This design comes from an exercise in tuning for small area on the open sky130 flow, not from production work.
At most, simulation tests tie the RTL to the original design; equivalence was not proved.
The clock port is modelled as an ideal driver; clocking choices that lean on that would not hold on a real chip.

north:
==> flow/design.v <==
`timescale 1ns / 1ps
module pushButton(input logic clk, pb,
                  output logic pb_out);
logic Q1,Q2,Q2_bar;
always @ (posedge clk) 
begin
       Q1 <= pb ;
       Q2 <= Q1;
end
assign Q2_bar = ~Q2;
assign pb_out = Q1 & Q2_bar;
endmodule
module mainMemory(input logic clk, reset, we, ren, dsum, dcnt, done,
                  input logic [7:0] n,
                  input logic [3:0] wAddr,
                  input logic [3:0] rAddr,
                  input logic [7:0] data,
                  output logic [7:0] out);
    logic [7:0] RAM [16];
    genvar k;
    generate
        for (k = 0; k < 16; k = k + 1) begin : word
            always_ff @(posedge clk)
                if (reset || (we && wAddr == k))
                    RAM[k] <= reset ? 8'(k) : data;
        end
    endgenerate
    logic [15:0] sel;
    always_comb
        for (int j = 0; j < 16; j = j + 1)
            sel[j] = ren && rAddr == j;
    genvar b;
    generate
        for (b = 0; b < 8; b = b + 1) begin : rbit
            logic [5:0] y;
            for (k = 0; k < 5; k = k + 1) begin : g
                aoi222 u(.a1(sel[3*k]), .a2(RAM[3*k][b]),
                         .b1(sel[3*k+1]), .b2(RAM[3*k+1][b]),
                         .c1(sel[3*k+2]), .c2(RAM[3*k+2][b]), .y(y[k]));
            end
            if (b == 4)
                assign y[5] = ~((sel[15] & RAM[15][b]) | (dsum & ~n[b]) | (dcnt & done));
            else
                assign y[5] = ~((sel[15] & RAM[15][b]) | (dsum & ~n[b]));
            assign out[b] = ~&y;
        end
    endgenerate
endmodule
module aoi222(input logic a1, a2, b1, b2, c1, c2, output logic y);
    assign y = ~((a1 & a2) | (b1 & b2) | (c1 & c2));
endmodule
module sevSeg(input logic clk, reset,
              input logic [1:0] mode,  
              input logic [7:0] data,
              input logic [3:0] addr,
              output logic a, b, c, d, e, f, g, dp,
              output logic [3:0] an);
    logic [3:0] count;
    always_ff @(posedge clk, posedge reset)
        if (reset)
            count <= 4'b0;
        else
            count <= count + 1;
    logic [1:0] dig;
    assign dig = count[3:2];
    logic [3:0] hv;
    assign hv = dig[1] ? ((mode == 2'b00) ? addr : 4'd12)
                       : (dig[0] ? data[7:4] : data[3:0]);
    logic [6:0] hex;
    always_comb
        case (hv)
            4'd0:  hex = 7'b0000001;
            4'd1:  hex = 7'b1001111;
            4'd2:  hex = 7'b0010010;
            4'd3:  hex = 7'b0000110;
            4'd4:  hex = 7'b1001100;
            4'd5:  hex = 7'b0100100;
            4'd6:  hex = 7'b0100000;
            4'd7:  hex = 7'b0001111;
            4'd8:  hex = 7'b0000000;
            4'd9:  hex = 7'b0000100;
            4'd10: hex = 7'b0001000;
            4'd11: hex = 7'b1100000;
            4'd12: hex = 7'b0110001;
            4'd13: hex = 7'b1000010;
            4'd14: hex = 7'b0110000;
            default: hex = 7'b0111000;
        endcase
    wire special = (mode == 2'b11) | (dig == 2'b10) | (dig[1] & mode == 2'b10);
    wire eq      = (mode == 2'b01) & (dig == 2'b10);
    wire blank   = (mode == 2'b10) & dig[1];
    logic [6:0] seg;
    assign seg = special ? {3'b111, ~eq, 2'b11, blank} : hex;
    assign {a, b, c, d, e, f, g} = seg;
    assign dp = 1'b1;
    assign an = {~(dig == 2'b11), ~(dig == 2'b10), ~(dig == 2'b01), ~(dig == 2'b00)};
endmodule
module hlsm(input logic clk, reset,
            input logic next, prev, compute, counter, enter,
            input logic [3:0] addr,
            input logic [7:0] rd,           
            output logic [3:0] rAddr,       
            output logic ren,               
            output logic [3:0] dAddr,       
            output logic we,
            output logic [1:0] mode,
            output logic [7:0] out,         
            output logic dsum, dcnt, done,
            output logic [7:0] n);
    localparam logic [2:0] INIT = 3'd0, WAIT = 3'd1, ENT = 3'd2, CLR = 3'd3,
                           SUM = 3'd4, DSUM = 3'd5, DCNT = 3'd6;
    logic [2:0] state, nextstate;
    logic [4:0] c;           
    logic [3:0] addrReg, addr_q;
    wire inSum  = (state == SUM);
    assign dsum = (state == DSUM);
    assign dcnt = (state == DCNT);
    wire endDsp = c[4] & c[3] & c[2] & c[1];    
    always_comb begin
        nextstate = state;
        case (state)
            INIT: nextstate = WAIT;
            WAIT: if (compute) nextstate = CLR;
                  else if (enter) nextstate = ENT;
                  else if (counter) nextstate = DCNT;
            ENT:  nextstate = WAIT;
            CLR:  nextstate = SUM;
            SUM:  if (c[4]) nextstate = DSUM;
            DSUM, DCNT: if (endDsp) nextstate = WAIT;
            default: nextstate = INIT;
        endcase
    end
    wire cen = (inSum & ~c[4]) | dsum | dcnt;
    logic [4:0] cinc;
    always_comb begin
        cinc[0] = ~c[0];
        cinc[1] = c[1] ^ c[0];
        cinc[2] = c[2] ^ (c[1] & c[0]);
        cinc[3] = c[3] ^ (c[2] & c[1] & c[0]);
        cinc[4] = c[4] ^ (c[3] & c[2] & c[1] & c[0]);
    end
    always_ff @(posedge clk, posedge reset)
        if (reset) begin
            state <= INIT;
            done <= 0;
        end else begin
            state <= nextstate;
            if (inSum & c[4]) done <= 1'b1;
        end
    always_ff @(posedge clk)
        c <= cen ? cinc : 5'd0;
    logic [7:0] s;
    logic [8:0] cy;
    always_comb begin
        cy[0] = 1'b0;
        for (int i = 0; i < 8; i = i + 1) begin
            s[i] = n[i] ^ rd[i] ^ cy[i];
            cy[i+1] = (n[i] & rd[i]) | (n[i] & cy[i]) | (rd[i] & cy[i]);
        end
    end
    always_ff @(posedge clk)
        if (state == CLR)
            n <= 8'hFF;
        else if (inSum & ~c[4])
            n <= s;
    always_ff @(posedge clk)
        addr_q <= addr;
    always_ff @(posedge clk, posedge reset)
        if (reset)
            addrReg <= 0;
        else if (next)
            addrReg <= addrReg + 1;
        else if (prev)
            addrReg <= addrReg - 1;
        else if (addr_q != addr)
            addrReg <= addr;
    always_comb
        case (state)
            WAIT, ENT, CLR: mode = 2'b00;
            DSUM: mode = 2'b01;
            DCNT: mode = 2'b10;
            default: mode = 2'b11;
        endcase
    assign we = (state == ENT);
    assign ren = ~(dsum | dcnt);
    assign rAddr = inSum ? c[3:0] : addrReg;
    assign dAddr = addrReg;
    assign out = rd;
endmodule
module topModule(input logic clk, reset,
                 input logic [3:0] wAddr,  
                 input logic [7:0] data,  
                 input logic next, prev, compute, counter, enter,  
                 output logic a, b, c, d, e, f, g, dp,  
                 output logic [3:0] an,  
                 output logic [7:0] lData,
                 output logic [3:0] lAddr,
                 output logic lReset
    );
logic nextB, prevB, computeB, counterB, enterB;
logic we, ren;
logic [3:0] rAddr, dAddr;
logic [1:0] mode;
logic [7:0] rd, dataSSeg, nsum;
logic dsum, dcnt, done;
pushButton n(clk, next, nextB);
pushButton p(clk, prev, prevB);
pushButton cmp(clk, compute, computeB);
pushButton cnt(clk, counter, counterB);
pushButton ent(clk, enter, enterB);
hlsm HighLevelSM(.clk, .reset, .next(nextB), .prev(prevB), .compute(computeB),
                 .counter(counterB), .enter(enterB), .addr(wAddr), .rd,
                 .rAddr, .ren, .dAddr, .we, .mode, .out(dataSSeg),
                 .dsum, .dcnt, .done, .n(nsum));
mainMemory memory(.clk, .reset, .we, .ren, .dsum, .dcnt, .done, .n(nsum), .wAddr, .rAddr, .data, .out(rd));
sevSeg sevenSegment(clk, reset, mode, dataSSeg, dAddr, a, b, c, d, e, f, g, dp, an);
assign lData = data;
assign lAddr = wAddr;
assign lReset = reset;
endmodule
export LEC_CHECK = 0
export CAP_MARGIN = 20
export CORE_MARGIN = 2
export CORE_UTILIZATION = 70
export GPL_TIMING_DRIVEN = 0
export SLEW_MARGIN = 20
create_clock -name core_clock -period 10.0 [get_ports {clk}]
standard.sh (not shown) runs the stock make flow with config.mk's settings and CLKGATE_MAP_FILE= SYNTH_SCRIPT=/design/flow/synth_recipe.tcl, a recipe that flattens the netlist after the stock synthesis.
==> flow/flow/run.sh <==
#!/bin/bash
# Layout flow: the standard flow (standard.sh) with these changes:
#  - ABC maps the logic with an area-only script (no buffering or upsizing;
#    the placer's repair steps size and buffer what timing needs);
#  - only full adders are extracted as adder cells (no half adders);
#  - pass-through wires and ports are buffered with the smallest buffer cell;
#  - clock tree synthesis inserts no dummy loads;
#  - synthesis buffers are removed before placement, as with timing-driven placement;
#  - leaf clock buffers with few flip-flops are downsized after CTS (post_cts.tcl);
#  - the and-or-invert cells of the memory read port (module aoi222) are
#    kept as modules through synthesis, so ABC maps each to one cell.
# The synthesis is otherwise the standard flow's own (synth_recipe.tcl, ORFS synth.tcl).
set -euo pipefail
here=$PWD
sed "s#source \$::env(SCRIPTS_DIR)/synth.tcl#source $here/area_synth.tcl#" synth_recipe.tcl > area_synth_recipe.tcl
sed -e "s#^  log_cmd abc {\*}\$abc_args#  set abc_args [lreplace \$abc_args 1 1 $here/flow/abc_area.script]\n  log_cmd abc {*}\$abc_args#" \
    -e "s#^  extract_fa {\*}\[dont_use_extract_fa_args\]#  extract_fa -fa#" \
    "$FLOW_HOME/scripts/synth.tcl" > area_synth.tcl
grep -q "area_synth.tcl" area_synth_recipe.tcl
grep -q "abc_area.script" area_synth.tcl
grep -q "extract_fa -fa" area_synth.tcl
bash standard.sh SYNTH_SCRIPT=$here/area_synth_recipe.tcl \
    SYNTH_HIERARCHICAL=1 SYNTH_MINIMUM_KEEP_SIZE=100000 SYNTH_KEEP_MODULES=aoi222 \
    "MIN_BUF_CELL_AND_PORTS=sky130_fd_sc_hd__buf_1 A X" \
    "BUFFER_PORTS_ARGS=-buffer_cell sky130_fd_sc_hd__buf_1" \
    "CTS_ARGS=-sink_clustering_enable -repair_clock_nets -dont_use_dummy_load -buf_list sky130_fd_sc_hd__clkbuf_8" \
    "PRE_GLOBAL_PLACE_TCL=$here/flow/pre_global_place.tcl" \
    "POST_CTS_TCL=$here/flow/post_cts.tcl" \
    finish > flow_make.log 2>&1
Other scripts of this flow, unchanged in this note and not shown: flow/flow/abc_area.script, flow/flow/post_cts.tcl, flow/flow/pre_global_place.tcl
Input-level comparison between south and north:
-- flow/design.v --
<<< north, line 11
assign pb_out = Q1 & Q2_bar;
endmodule
module mainMemory(input logic clk, reset, we, ren, dsum, dcnt, done,
                  input logic [7:0] n,
                  input logic [3:0] wAddr,
                  input logic [3:0] rAddr,
>>> south, line 11
assign pb_out = Q1 & Q2_bar;
endmodule
module mainMemory(input logic clk, reset, we, ren,
                  input logic [3:0] wAddr,
                  input logic [3:0] rAddr,
<<< north, line 39
                         .c1(sel[3*k+2]), .c2(RAM[3*k+2][b]), .y(y[k]));
            end
            if (b == 4)
                assign y[5] = ~((sel[15] & RAM[15][b]) | (dsum & ~n[b]) | (dcnt & done));
            else
                assign y[5] = ~((sel[15] & RAM[15][b]) | (dsum & ~n[b]));
            assign out[b] = ~&y;
        end
>>> south, line 38
                         .c1(sel[3*k+2]), .c2(RAM[3*k+2][b]), .y(y[k]));
            end
            assign y[5] = ~(sel[15] & RAM[15][b]);
            assign out[b] = ~&y;
        end
<<< north, line 105
            output logic we,
            output logic [1:0] mode,
            output logic [7:0] out,         
            output logic dsum, dcnt, done,
            output logic [7:0] n);
    localparam logic [2:0] INIT = 3'd0, WAIT = 3'd1, ENT = 3'd2, CLR = 3'd3,
                           SUM = 3'd4, DSUM = 3'd5, DCNT = 3'd6;
    logic [2:0] state, nextstate;
    logic [4:0] c;           
    logic [3:0] addrReg, addr_q;
    wire inSum  = (state == SUM);
    assign dsum = (state == DSUM);
    assign dcnt = (state == DCNT);
    wire endDsp = c[4] & c[3] & c[2] & c[1];    
    always_comb begin
>>> south, line 101
            output logic we,
            output logic [1:0] mode,
            output logic [7:0] out);        
    localparam logic [2:0] INIT = 3'd0, WAIT = 3'd1, ENT = 3'd2, CLR = 3'd3,
                           SUM = 3'd4, DSUM = 3'd5, DCNT = 3'd6;
    logic [2:0] state, nextstate;
    logic [4:0] c;           
    logic [7:0] n;           
    logic done;              
    logic [3:0] addrReg, addr_q;
    wire inSum  = (state == SUM);
    wire dsum   = (state == DSUM);
    wire dcnt   = (state == DCNT);
    wire endDsp = c[4] & c[3] & c[2] & c[1];    
    always_comb begin
<<< north, line 186
    assign rAddr = inSum ? c[3:0] : addrReg;
    assign dAddr = addrReg;
    assign out = rd;
endmodule
module topModule(input logic clk, reset,
>>> south, line 182
    assign rAddr = inSum ? c[3:0] : addrReg;
    assign dAddr = addrReg;
    assign out = rd | ({8{dsum}} & ~n) | {3'b000, dcnt & done, 4'b0000};
endmodule
module topModule(input logic clk, reset,
<<< north, line 202
logic [3:0] rAddr, dAddr;
logic [1:0] mode;
logic [7:0] rd, dataSSeg, nsum;
logic dsum, dcnt, done;
pushButton n(clk, next, nextB);
pushButton p(clk, prev, prevB);
>>> south, line 198
logic [3:0] rAddr, dAddr;
logic [1:0] mode;
logic [7:0] rd, dataSSeg;
pushButton n(clk, next, nextB);
pushButton p(clk, prev, prevB);
<<< north, line 211
hlsm HighLevelSM(.clk, .reset, .next(nextB), .prev(prevB), .compute(computeB),
                 .counter(counterB), .enter(enterB), .addr(wAddr), .rd,
                 .rAddr, .ren, .dAddr, .we, .mode, .out(dataSSeg),
                 .dsum, .dcnt, .done, .n(nsum));
mainMemory memory(.clk, .reset, .we, .ren, .dsum, .dcnt, .done, .n(nsum), .wAddr, .rAddr, .data, .out(rd));
sevSeg sevenSegment(clk, reset, mode, dataSSeg, dAddr, a, b, c, d, e, f, g, dp, an);
assign lData = data;
>>> south, line 206
hlsm HighLevelSM(.clk, .reset, .next(nextB), .prev(prevB), .compute(computeB),
                 .counter(counterB), .enter(enterB), .addr(wAddr), .rd,
                 .rAddr, .ren, .dAddr, .we, .mode, .out(dataSSeg));
mainMemory memory(.clk, .reset, .we, .ren, .wAddr, .rAddr, .data, .out(rd));
sevSeg sevenSegment(clk, reset, mode, dataSSeg, dAddr, a, b, c, d, e, f, g, dp, an);
assign lData = data;
Findings:
Every stage of the flow completed for south, and the final layout passed the timing, DRC and antenna checks.
Summary of south over north: data-path buffer share of cell area in the final layout was more or less identical; overall routed net length fell 1.3%; total met2 wirelength after detailed routing decreased 1.4%.
Lower routability congestion estimate among north and south: north
south -> north: clock-buffer cell count delta 0, exact match
Compared north against south; HPWL after detailed placement within noise.
For north, only the layout was checked, not whether the RTL still works.

## re-timing with driven ports
The results above use ideal ports. As a check the final layouts listed here were re-extracted and re-timed, cells and wires unchanged. Step 1, drivers: a clkbuf_16 drives clk and a buf_2 each remaining input, both assumed. Step 2 also shifts input and output timing later by t, the mid clock arrival at the registers, as if the neighbouring blocks saw the same clock. a / b / c = ideal ports / drivers / drivers and shift; a / b = the first two.
| run | t (ns) | slack for setup (ns) | worst setup path after step 2 |
|---|---|---|---|
| north | 0.455 | 2.128 / 2.094 / 2.549 | register to output |
| south | 0.447 | 1.928 / 1.895 / 2.342 | register to output |
After both steps setup and hold are still met in every run listed.
